Background: an optimization exercise with open tools, aiming at small area. Do not read the settings as production practice. The RTL was checked by simulation tests, not by an equivalence proof against the original design. Power figures rest on the tool's default switching activity, not on a simulated workload.

==> flow/design.v (excerpt) <==
module cic3
    #(parameter DECIMATION_FACTOR = 256,  
    parameter CLOCK_WIDTH = $clog2(DECIMATION_FACTOR),
    parameter NUMBITS = 3*CLOCK_WIDTH+1)
    (output logic [NUMBITS-1:0] out,  
    input logic in,  
    input logic clk,  
    input logic reset_n);
Size in the first run: roughly 470 cells after synthesis, roughly 260 flip-flops, ~28 I/O pins, roughly 0.0079 mm² of cells after synthesis.
==> flow/config.mk <==
export PLATFORM = sky130hd
export DESIGN_NAME = cic3
export DESIGN_NICKNAME = cic3
export VERILOG_FILES = /design/flow/design.v
export SDC_FILE = /design/flow/constraint.sdc
export NUM_CORES = 4
export LEC_CHECK = 0
export CAP_MARGIN = 0
export CORE_MARGIN = 2
export CORE_UTILIZATION = 70
export SLEW_MARGIN = 0
==> flow/constraint.sdc <==
create_clock -name core_clock -period 5.0 [get_ports {clk}]
set_input_delay 1.0000 -clock core_clock [delete_from_list [all_inputs] [get_ports {clk}]]
set_output_delay 1.0000 -clock core_clock [all_outputs]
set_load 0.01 [all_outputs]
standard.sh (not shown) runs the stock make flow with config.mk's settings and CLKGATE_MAP_FILE= SYNTH_SCRIPT=/design/flow/synth_recipe.tcl, a recipe that flattens the netlist after the stock synthesis.
==> flow/flow/run.sh <==
#!/bin/bash
export BUFFER_PORTS_ARGS="-buffer_cell sky130_fd_sc_hd__buf_1"
export CTS_ARGS="-sink_clustering_enable -repair_clock_nets -sink_clustering_size 20 -sink_clustering_max_diameter 55 -buf_list sky130_fd_sc_hd__clkbuf_8 -root_buf sky130_fd_sc_hd__clkbuf_8 -dont_use_dummy_load"
bash standard.sh > standard.log 2>&1
Next try:
==> flow/run.sh (new file) <==
#!/bin/bash
# synth_recipe.tcl (not shown) runs the flow's synth.tcl, then flattens the netlist and writes it again
# the make line also repeats each setting of config.mk as NAME=value (left out here)
make -C /OpenROAD-flow-scripts/flow DESIGN_CONFIG=/design/flow/config.mk WORK_HOME=/design/flow/orfs CLKGATE_MAP_FILE= SYNTH_SCRIPT=/design/flow/synth_recipe.tcl finish
--- a/flow/config.mk
+++ b/flow/config.mk
@@ -6,6 +6,9 @@
 export NUM_CORES = 4
 export LEC_CHECK = 0
-export CAP_MARGIN = 0
+export CAP_MARGIN = 20
 export CORE_MARGIN = 2
 export CORE_UTILIZATION = 70
-export SLEW_MARGIN = 0
+export CTS_BUF_LIST = sky130_fd_sc_hd__clkbuf_8
+export CTS_CLUSTER_DIAMETER = 50
+export CTS_CLUSTER_SIZE = 16
+export SLEW_MARGIN = 20
removed: flow/flow/run.sh
removed: flow/standard.sh
The changed run completed with no timing, DRC or antenna violations.
Fmax falls slightly.
Via count is about the same.
Worst hold slack improves by 3.2 ps.
Non-clock buffer count falls by 1.
Combinational power barely changes.
Sequential cell count stays the same.

========
Setup of P:
Another version of the RTL of cic3 (not shown whole).
Size: roughly 460 cells after synthesis, ~260 flip-flops, roughly 28 I/O pins, about 0.0079 sq mm of cells after synthesis.
==> flow/config.mk <==
export PLATFORM = sky130hd
export DESIGN_NAME = cic3
export DESIGN_NICKNAME = cic3
export VERILOG_FILES = /design/flow/design.v
export SDC_FILE = /design/flow/constraint.sdc
export NUM_CORES = 4
export LEC_CHECK = 0
export CAP_MARGIN = 20
export CORE_MARGIN = 2
export CORE_UTILIZATION = 70
export CTS_BUF_LIST = sky130_fd_sc_hd__clkbuf_8
export CTS_CLUSTER_DIAMETER = 50
export CTS_CLUSTER_SIZE = 16
export SLEW_MARGIN = 20
==> flow/constraint.sdc <==
create_clock -name core_clock -period 5.0 [get_ports {clk}]
set_input_delay 1.0000 -clock core_clock [delete_from_list [all_inputs] [get_ports {clk}]]
set_output_delay 1.0000 -clock core_clock [all_outputs]
set_load 0.01 [all_outputs]
==> flow/flow/run.sh <==
#!/bin/bash
export BUFFER_PORTS_ARGS="-buffer_cell sky130_fd_sc_hd__buf_1"
export CTS_ARGS="-sink_clustering_enable -repair_clock_nets -sink_clustering_size 10 -sink_clustering_max_diameter 35 -buf_list sky130_fd_sc_hd__clkbuf_4 -root_buf sky130_fd_sc_hd__clkbuf_8 -dont_use_dummy_load"
bash standard.sh > standard.log 2>&1
P: PASS, flow complete, no timing, DRC or antenna violations
Setup changes, P to Q
==> flow/flow/run.sh <==
#!/bin/bash
export BUFFER_PORTS_ARGS="-buffer_cell sky130_fd_sc_hd__buf_1"
export CTS_ARGS="-sink_clustering_enable -repair_clock_nets -sink_clustering_size 12 -sink_clustering_max_diameter 40 -buf_list sky130_fd_sc_hd__clkbuf_4 -root_buf sky130_fd_sc_hd__clkbuf_8 -dont_use_dummy_load"
bash standard.sh > standard.log 2>&1
==> comparison <==
- On register-to-register slack, P tracks Q almost exactly.
- Q: routed metal-1 wirelength 0.86% below P
- Delta (Q minus P): total power saw a decrease; register area saw little to no change; share of power burned in the clock network saw a decrease.
- Q vs P — worst hold slack rose 0.022 ns.
- Between Q and P, the maximum achievable frequency does not differ in any meaningful way.
- Changes observed in Q relative to P: utilization of the core after routing moved down; worst setup slack closely matched the old numbers; routing usage on met3 fell by 1.6 points.
- Re fraction of area in registers: P was lower than Q.
- Q finished every step from synthesis to the final layout, and the layout passed the timing, design-rule and antenna checks.
What R does differently from Q at the input level:
==> flow/run.sh (new file) <==
#!/bin/bash
# synth_recipe.tcl (not shown) runs the flow's synth.tcl, then flattens the netlist and writes it again
# the make line also repeats each setting of config.mk as NAME=value (left out here)
make -C /OpenROAD-flow-scripts/flow DESIGN_CONFIG=/design/flow/config.mk WORK_HOME=/design/flow/orfs CLKGATE_MAP_FILE= SYNTH_SCRIPT=/design/flow/synth_recipe.tcl finish
removed: flow/flow/run.sh
removed: flow/standard.sh
Side by side, total placed instance area turned out higher in R than in Q. Summary of R over Q: count of clock-buffer cells in the layout decreased about 20%; area occupied by multi-input gates decreased 0.43%. Going from Q to R, minimum clock period grows by 0.056 ns.

========
== v52 ==
cic3, a different RTL version from the one above (not shown whole).
For scale: ~500 cells after synthesis, about 260 flip-flops, about 0.0083 mm^2 of cells after synthesis.
make LEC_CHECK=0 CAP_MARGIN=20 CORE_MARGIN=2 CORE_UTILIZATION=60 CTS_BUF_LIST=sky130_fd_sc_hd__clkbuf_8 CTS_CLUSTER_DIAMETER=60 CTS_CLUSTER_SIZE=20 SLEW_MARGIN=20 finish   # period 5.0 ns
run.sh (not shown) runs the stock make flow with config.mk's settings and CLKGATE_MAP_FILE= SYNTH_SCRIPT=/design/flow/synth_recipe.tcl, a recipe that flattens the netlist after the stock synthesis.
Stock flow here: none of the scripts above is used.
Changes in v58 relative to v52:
Settings: swapping 60 for 40 in CORE_UTILIZATION; clearing CTS_CLUSTER_DIAMETER, which used to be 60; clearing CTS_BUF_LIST, which used to be sky130_fd_sc_hd__clkbuf_8; clearing CTS_CLUSTER_SIZE, which used to be 20.
==> comparison <==
Maximum achievable frequency, v58 and v52: larger value in v52
Summary of v58 over v52: effective utilization at floorplan lost 21 points; global-route wire length before repair picked up an extra 5.5%; global-route usage lost 4.8 points.
Changes in v37 relative to v58:
Settings: CTS_CLUSTER_SIZE: unset -> 10; CTS_BUF_LIST: unset -> sky130_fd_sc_hd__clkbuf_2.
## What came out
- The share of the final layout cell area in sequential cells reported for v37 is greater than that of v58 by 1.7 points.
- v37 has completed all stages; timing, DRC and antenna checks passed.
- v37 vs v58 — largest fanout on the critical path dropped 6.
- Changes observed in v37 relative to v58: hold slack went down 98 ps, critical path depth went up 1, layout-stage area growth over the synthesis result went down 3.4 points, maximum clock frequency went down 1.1%.
- Non-clock buffer share of cell area across v58 and v37: no real change.
For v35, these inputs were changed with respect to v37:
Settings: CTS_CLUSTER_DIAMETER now 100, previously not set; CORE_UTILIZATION now 60, was 40; CTS_BUF_LIST now sky130_fd_sc_hd__clkbuf_16, was sky130_fd_sc_hd__clkbuf_2; CTS_CLUSTER_SIZE now 35, was 10.
### Flow results
Of v37 and v35, the run reporting the higher relative contribution of the clock network to total power was v37.
v35 ends up with lower post-route total power than v37 does.
Final hold slack was lower in v37 than in v35.
v37 → v35: total wire length after detailed routing went down 9.4%, area of the core went down about 34%.
Number of cells on the worst reg-to-reg path for v35 is lower than for v37.
v35 vs v37: final worst-path cycle share down
On largest stage delay on the critical path, the higher figure sits with v35, not v37.
Compared with v37, v35 shows a post-route standard cell area excluding fillers that is 360 um^2 lower.
Edits applied to the flow inputs when going from v35 to v24:
Settings: CTS_CLUSTER_SIZE changed from 35 to 30; CTS_CLUSTER_DIAMETER changed from 100 to 80.
## What came out
Delta(met1 global-route usage, v24 - v35) < 0
Re part of the total power dissipated in sequential elements: v24 is 1.2 points down on v35.
Comparing number of inserted filler cells in the final layout for v24 and v35, the bigger number came from v35.
#### Input delta (v40 over v24)
Settings: removing CTS_CLUSTER_DIAMETER (formerly 80); changing CTS_BUF_LIST from sky130_fd_sc_hd__clkbuf_16 to sky130_fd_sc_hd__clkbuf_4; removing CTS_CLUSTER_SIZE (formerly 30); changing CORE_UTILIZATION from 60 to 40.
Findings:
- From v24 to v40 the numbers moved as follows: chip width now sits higher, floorplan die height now sits higher, post-route non-filler standard cell count now sits higher, clock transition time at the flip-flop clock pins of the worst setup and hold paths now sits lower.
- The higher setup slack at placement came out of v24.
- Compared with v24, v40 shows a worst endpoint data arrival time that is 280 ps higher.
- v40 against v24: actual slew at the worst max-slew pin rose by 8.8 ps; power went up by 0.61 mW; worst stage delay on the critical path now sits lower; number of cell rows +24%.

========
RTL: one of the versions met above, not the one the previous note started from.
For scale: roughly 260 flip-flops, roughly 28 I/O pins, about 0.0079 sq mm of cells after synthesis.
export LEC_CHECK = 0
export CAP_MARGIN = 20
export CORE_MARGIN = 2
export CORE_UTILIZATION = 85
export SLEW_MARGIN = 20
create_clock -name core_clock -period 5.0 [get_ports {clk}]
standard.sh (not shown) runs the stock make flow with config.mk's settings and CLKGATE_MAP_FILE= SYNTH_SCRIPT=/design/flow/synth_recipe.tcl, a recipe that flattens the netlist after the stock synthesis.
==> flow/flow/run.sh <==
#!/bin/bash
export BUFFER_PORTS_ARGS="-buffer_cell sky130_fd_sc_hd__buf_1"
export CTS_ARGS="-sink_clustering_enable -repair_clock_nets -sink_clustering_size 20 -sink_clustering_max_diameter 55 -buf_list sky130_fd_sc_hd__clkbuf_8 -root_buf sky130_fd_sc_hd__clkbuf_8 -dont_use_dummy_load"
bash standard.sh > standard.log 2>&1
Rerun with:
- CORE_UTILIZATION: 85 -> 70
- CTS_BUF_LIST: not set -> sky130_fd_sc_hd__clkbuf_8
- CTS_CLUSTER_DIAMETER: not set -> 50
- CTS_CLUSTER_SIZE: not set -> 16
The changed run went through all stages and came out clean.
Synthesized cell count does not change.
Cell count climbs by a few percent.
Die area is higher by about a fifth.
Final area grows slightly.
Synthesized area does not change.

========
cic3 with an RTL version that a note above also has.
For scale: roughly 460 cells after synthesis, roughly 0.0079 mm² of cells after synthesis.
Design cic3, start of the top module:
module cic3
    #(parameter DECIMATION_FACTOR = 256,  
    parameter CLOCK_WIDTH = $clog2(DECIMATION_FACTOR),
    parameter NUMBITS = 3*CLOCK_WIDTH+1)
    (output logic [NUMBITS-1:0] out,  
    input logic in,  
    input logic clk,  
    input logic reset_n);  
localparam int W = 25;    
localparam int L = 141;   
localparam int PB = 26;   
localparam int PC = 52;   
localparam int PO = 119;  
localparam int NSEG = 3;
localparam int B1 = 9;    
localparam int B2 = 17;   
function automatic integer seg(input integer i);
    if (i >= B2) seg = 2;
    else if (i >= B1) seg = 1;
    else seg = 0;
endfunction
logic [7:0] cnt;           
logic first;              
logic [W-1:0] acc1, acc2, acc3;
logic [NSEG-1:1] k1, k2, k3;   
logic [L-1:0] ring;
logic cy1, cy2;            
logic [W-1:0] sum1, sum2, sum3, acc3g, wr;
logic [W:0] cr1, cr2, cr3;
logic [NSEG-1:1] k1n, k2n, k3n;
logic ser_first, ser_act, out_load;
logic sa, sb, sc, s1, s2, c1i, c2i;
always_comb begin
    for (int i = 0; i < W; i++) begin
        wr[i]    = (cnt == seg(i));    
        acc3g[i] = wr[i] ? 1'b0 : acc3[i];
    end
    for (int i = 0; i < W; i++) begin
        if (i == 0) begin
            cr1[i] = in; cr2[i] = 1'b0; cr3[i] = 1'b0;
        end else if (i == B1) begin
            k1n[1] = cr1[i]; k2n[1] = cr2[i]; k3n[1] = cr3[i];
            cr1[i] = k1[1];  cr2[i] = k2[1];  cr3[i] = k3[1];
        end else if (i == B2) begin
            k1n[2] = cr1[i]; k2n[2] = cr2[i]; k3n[2] = cr3[i];
            cr1[i] = k1[2];  cr2[i] = k2[2];  cr3[i] = k3[2];
        end
        sum1[i]  = acc1[i] ^ cr1[i];
  ...
clock: 5.0 ns
lec_check: 0
cap_margin: 20
core_margin: 2
core_utilization: 70
cts_buf_list: sky130_fd_sc_hd__clkbuf_8
cts_cluster_diameter: 50
cts_cluster_size: 16
slew_margin: 20
==> flow/flow/run.sh <==
#!/bin/bash
export BUFFER_PORTS_ARGS="-buffer_cell sky130_fd_sc_hd__buf_1"
export CTS_ARGS="-sink_clustering_enable -repair_clock_nets -sink_clustering_size 16 -sink_clustering_max_diameter 50 -buf_list sky130_fd_sc_hd__clkbuf_8 -root_buf sky130_fd_sc_hd__clkbuf_8 -dont_use_dummy_load"
bash standard.sh > standard.log 2>&1
Edit:
==> flow/flow/run.sh (replaced) <==
#!/bin/bash
export BUFFER_PORTS_ARGS="-buffer_cell sky130_fd_sc_hd__buf_1"
export CTS_ARGS="-sink_clustering_enable -repair_clock_nets -sink_clustering_size 20 -sink_clustering_max_diameter 55 -buf_list sky130_fd_sc_hd__clkbuf_8 -root_buf sky130_fd_sc_hd__clkbuf_8 -dont_use_dummy_load"
bash standard.sh > standard.log 2>&1
Result: Worst hold slack improves by 0.0037 ns; combinational power hardly moves; synthesized cell count is unchanged; global-route usage shrinks by 0.22 points; final cell count went down by 0.61%; die area stays the same; wire length goes down by 1.1%; clock skew stays flat; fmax barely changes.

## what the ideal ports hide
In the flow no input, the clock included, has a driving cell. The finished layouts below were timed again as built, in two steps.
Step 1 sets driving cells, clkbuf_16 on the clock port and buf_2 on the other inputs (assumed; they add their load-dependent delay and slew).
Step 2 moves the port delays by t, midway between the first and last clock arrival at a register: inputs arrive t later, outputs are due t later. That takes back most of the time a late clock gives input paths.
Slacks: ideal ports / drivers / drivers and shift; pairs: ideal ports / drivers.
run	t (ns)	setup slack, ns	worst hold slack (ns)	clock arrival spread, ns
the first run of note 1	0.510	0.482 / 0.482 / 0.482	0.317 / 0.317 / 0.317	0.037 / 0.037
the second run of note 1	0.534	0.439 / 0.439 / 0.439	0.321 / 0.321 / 0.321	0.013 / 0.012
P	0.514	0.274 / 0.274 / 0.274	0.307 / 0.307 / 0.307	0.064 / 0.065
Q	0.522	0.272 / 0.272 / 0.272	0.329 / 0.329 / 0.329	0.057 / 0.058
R	0.544	0.216 / 0.216 / 0.216	0.325 / 0.325 / 0.325	0.011 / 0.011
v52	0.536	0.448 / 0.448 / 0.448	0.323 / 0.323 / 0.323	0.021 / 0.021
v58	0.555	0.399 / 0.399 / 0.399	0.324 / 0.324 / 0.324	0.012 / 0.012
v37	0.809	0.350 / 0.350 / 0.350	0.226 / 0.215 / 0.269	0.077 / 0.077
v35	0.490	0.466 / 0.466 / 0.466	0.328 / 0.328 / 0.328	0.026 / 0.025
v24	0.500	0.429 / 0.429 / 0.429	0.329 / 0.329 / 0.329	0.020 / 0.020
v40	0.682	0.365 / 0.365 / 0.365	0.285 / 0.285 / 0.285	0.060 / 0.060
the first run of note 4	0.518	0.203 / 0.203 / 0.203	0.332 / 0.332 / 0.332	0.033 / 0.032
the second run of note 4	0.510	0.482 / 0.482 / 0.482	0.317 / 0.317 / 0.317	0.037 / 0.037
the first run of note 5	0.510	0.271 / 0.271 / 0.271	0.331 / 0.331 / 0.331	0.050 / 0.051
the second run of note 5	0.508	0.265 / 0.265 / 0.265	0.334 / 0.334 / 0.334	0.049 / 0.048
After both steps setup and hold are still met in every run listed.
